Background: an optimization exercise with open tools, aiming at small area and a short achievable clock period. Do not read the settings as production practice. In this exercise RTL edits were held to simulation tests only and were not proved equivalent to the original.

job 4572:
## sparq_dot8
module sparq_dot8 (
  input  logic         clk,
  input  logic         rstn,
  input  logic         w_load,
  input  logic [127:0] w_data,
  input  logic         in_valid,
  input  logic [31:0]  in_act,
  input  logic [15:0]  in_acc,
  output logic         out_valid,
  output logic [15:0]  out_data
);
  localparam int N   = 8;
  localparam int LAT = 3*N + 2;    
  logic [15:0] weight [0:N-1];
  always @ (posedge clk) begin
    if (w_load) begin
      for (int i = 0; i < N; i++) weight[i] <= w_data[16*i +: 16];
    end
  end
  logic [LAT-1:0] vld;
  always @ (posedge clk) begin
    if (!rstn) vld <= '0;
    else       vld <= {vld[LAT-2:0], in_valid};
  end
  assign out_valid = vld[LAT-1];
  logic [5:0] ctl [0:N-1];
  genvar k;
  generate
    for (k = 0; k < N; k++) begin : skew
      logic [3:0] a;
      logic [5:0] c;
      if (k == 0) begin : direct
        assign a = in_act[3:0];
      end
      else begin : delayed
        FifoBuffer #(.DATA_SIZE(4), .CYCLES(3*k-1)) dl (.clk(clk), .in(in_act[4*k +: 4]), .out(a));
      end
      fmul_dec dec (.in_B(a), .ctl(c));
      always @ (posedge clk) ctl[k] <= c;
    end
  endgenerate
  logic [15:0] acc_r;
  always @ (posedge clk) acc_r <= in_acc;
  logic [11:0] sum_r  [1:N];
  logic [4:0]  eL_r   [1:N];
  ...
Size: roughly 7700 cells after synthesis, roughly 200 I/O pins, roughly 0.063 mm^2 of cells after synthesis.
export LEC_CHECK = 0
export ABC_AREA = 1
export CAP_MARGIN = 20
export CORE_MARGIN = 2
export CORE_UTILIZATION = 55
export CTS_CLUSTER_DIAMETER = 80
export CTS_CLUSTER_SIZE = 30
export PLACE_DENSITY = 0.65
export SLEW_MARGIN = 20
create_clock -name core_clock -period 11.0 [get_ports {clk}]
standard.sh (not shown) runs the stock make flow with config.mk's settings and CLKGATE_MAP_FILE= SYNTH_SCRIPT=/design/flow/synth_recipe.tcl, a recipe that flattens the netlist after the stock synthesis.
==> flow/flow/run.sh <==
#!/bin/bash
set -euo pipefail
export SETUP_SLACK_MARGIN=7.7
bash standard.sh finish > orfs_make.log 2>&1
Changes in job 2761 relative to job 4572:
-- flow/flow/run.sh --
<<< job 4572, line 3
export SETUP_SLACK_MARGIN=7.7
>>> job 2761, line 3
export SETUP_SLACK_MARGIN=7.8
export BUFFER_PORTS_ARGS="-buffer_cell sky130_fd_sc_hd__buf_1"
--- outcome ---
Job 2761 leaves more setup margin than job 4572.
| final wirelength | job 2761 vs job 4572 | worse |
Comparing job 2761 against job 4572, there is no change at all in count of hold-fix buffers inserted at cts.
Sequential cell area share ended up 0.27 points higher on job 2761 than on job 4572.
Job 4572 → job 2761: core utilization lower, clock buffer count higher, global-route total usage across every layer higher.
[inputs] job 6827 vs job 2761
Settings: swapping 0.65 for 0.72 in PLACE_DENSITY; swapping 55 for 65 in CORE_UTILIZATION.
Results
When job 6827 is set beside job 2761, its width of the chip turns out to be 7.9% smaller. Job 6827 ended up with a higher post-route clock period utilization than job 2761 did. Job 6827 has initial core utilization above what job 2761 had. Count of clock-buffer cells in the layout grows by a few percent when moving from job 2761 to job 6827. Against job 2761, job 6827 reports a clock network area share that is lower. [job 6827] first-pass GRT wire length fell 0.60% relative to job 2761. | clock-pin slew on the worst setup and hold paths | job 6827 vs job 2761 | ≈ equal |. Compared with job 2761, job 6827 shows non-clock buffer count that has gone up slightly. Relative to job 2761, longest individual stage delay on the worst path has increased by 0.02 ns in job 6827.
Input-level comparison between job 5811 and job 6827:
Settings: an added TNS_END_PERCENT of 30; a change of CORE_UTILIZATION from 65 to 55; a change of PLACE_DENSITY from 0.72 to 0.65.
### Flow results
Per the comparison of job 5811 with job 6827, wire length of the first global-routing pass has increased; instance area at placement rose by 300 um^2.
Input-level comparison between job 8405 and job 5811:
Settings: TNS_END_PERCENT: 30 -> unset.
-- flow/flow/run.sh --
<<< job 5811, line 4
export BUFFER_PORTS_ARGS="-buffer_cell sky130_fd_sc_hd__buf_1"
>>> job 8405, line 4
export BUFFER_PORTS_ARGS="-buffer_cell sky130_fd_sc_hd__buf_2"
--- outcome ---
Job 8405: no failed stages, no open violations at the end
~same sequential share of layout area in job 5811 and job 8405
Compared with job 5811, job 8405 shows average routed wire per standard cell that has gone up slightly.
[job 8405] post-route clock period utilization rose 0.43 points relative to job 5811
The pin count of the biggest net entering global routing of job 8405 is higher than that of job 5811.
Per the comparison of job 8405 with job 5811, wire length now larger; wire length of the first global-routing pass moved down.
Comparing job 5811 with job 8405, the area of all sequential standard cells came out essentially unchanged.
Sort job 5811 and job 8405 by transition time at the pin with the least slew margin asc -> top: job 8405
Going from job 5811 to job 8405, the non-clock buffer count was found to have gone up by 1.
Between job 5811 and job 8405, the total instance count after detailed placement does not differ in any meaningful way.
[inputs] job 7541 vs job 8405
==> flow/flow/run.sh <==
#!/bin/bash
set -euo pipefail
export SETUP_SLACK_MARGIN=8.0
export BUFFER_PORTS_ARGS="-buffer_cell sky130_fd_sc_hd__buf_1"
bash standard.sh finish > orfs_make.log 2>&1
Results
Changes observed in job 7541 relative to job 8405: CTS buffer count increased by about 1.7% relative to the old numbers, number of combinational gates with multiple inputs held, non-clock buffer count rose 60.
In terms of fill cell total of the finished layout, job 7541 and job 8405 differ only marginally.
Re area after synthesis: no difference whatsoever between job 8405 and job 7541.
For final-layout clock-cell area share, job 7541 and job 8405 come out practically identical.

-- separate check: timing with driven ports --
Ports are ideal in the flow. The routed layouts listed here were re-timed in OpenROAD.
Step 1 assumes that a clkbuf_16 drives the clock port and a buf_2 every other input.
Step 2 times the ports against the registers' clock, not the clock port: input delays grow and output delays shrink by t, the midpoint of the rising clock arrivals with the driver on.
a / b / c = no drivers / after step 1 / after step 2; a / b = the first two.
run	t, ns	setup slack, ns	worst data-port slew with drivers (ns)
job 4572	0.762	7.655 / 7.580 / 7.167	0.11
job 2761	0.742	7.694 / 7.616 / 7.242	0.10
job 6827	0.758	7.651 / 7.574 / 7.158	0.16
job 5811	0.742	7.688 / 7.610 / 7.172	0.10
job 8405	0.790	7.641 / 7.564 / 7.172	0.09
job 7541	0.781	7.643 / 7.563 / 7.311	0.09
After both steps every run listed still meets setup and hold. For job 5811, which loses most, drivers alone change the setup slack by -0.078 ns; drivers and shift together by -0.516 ns.
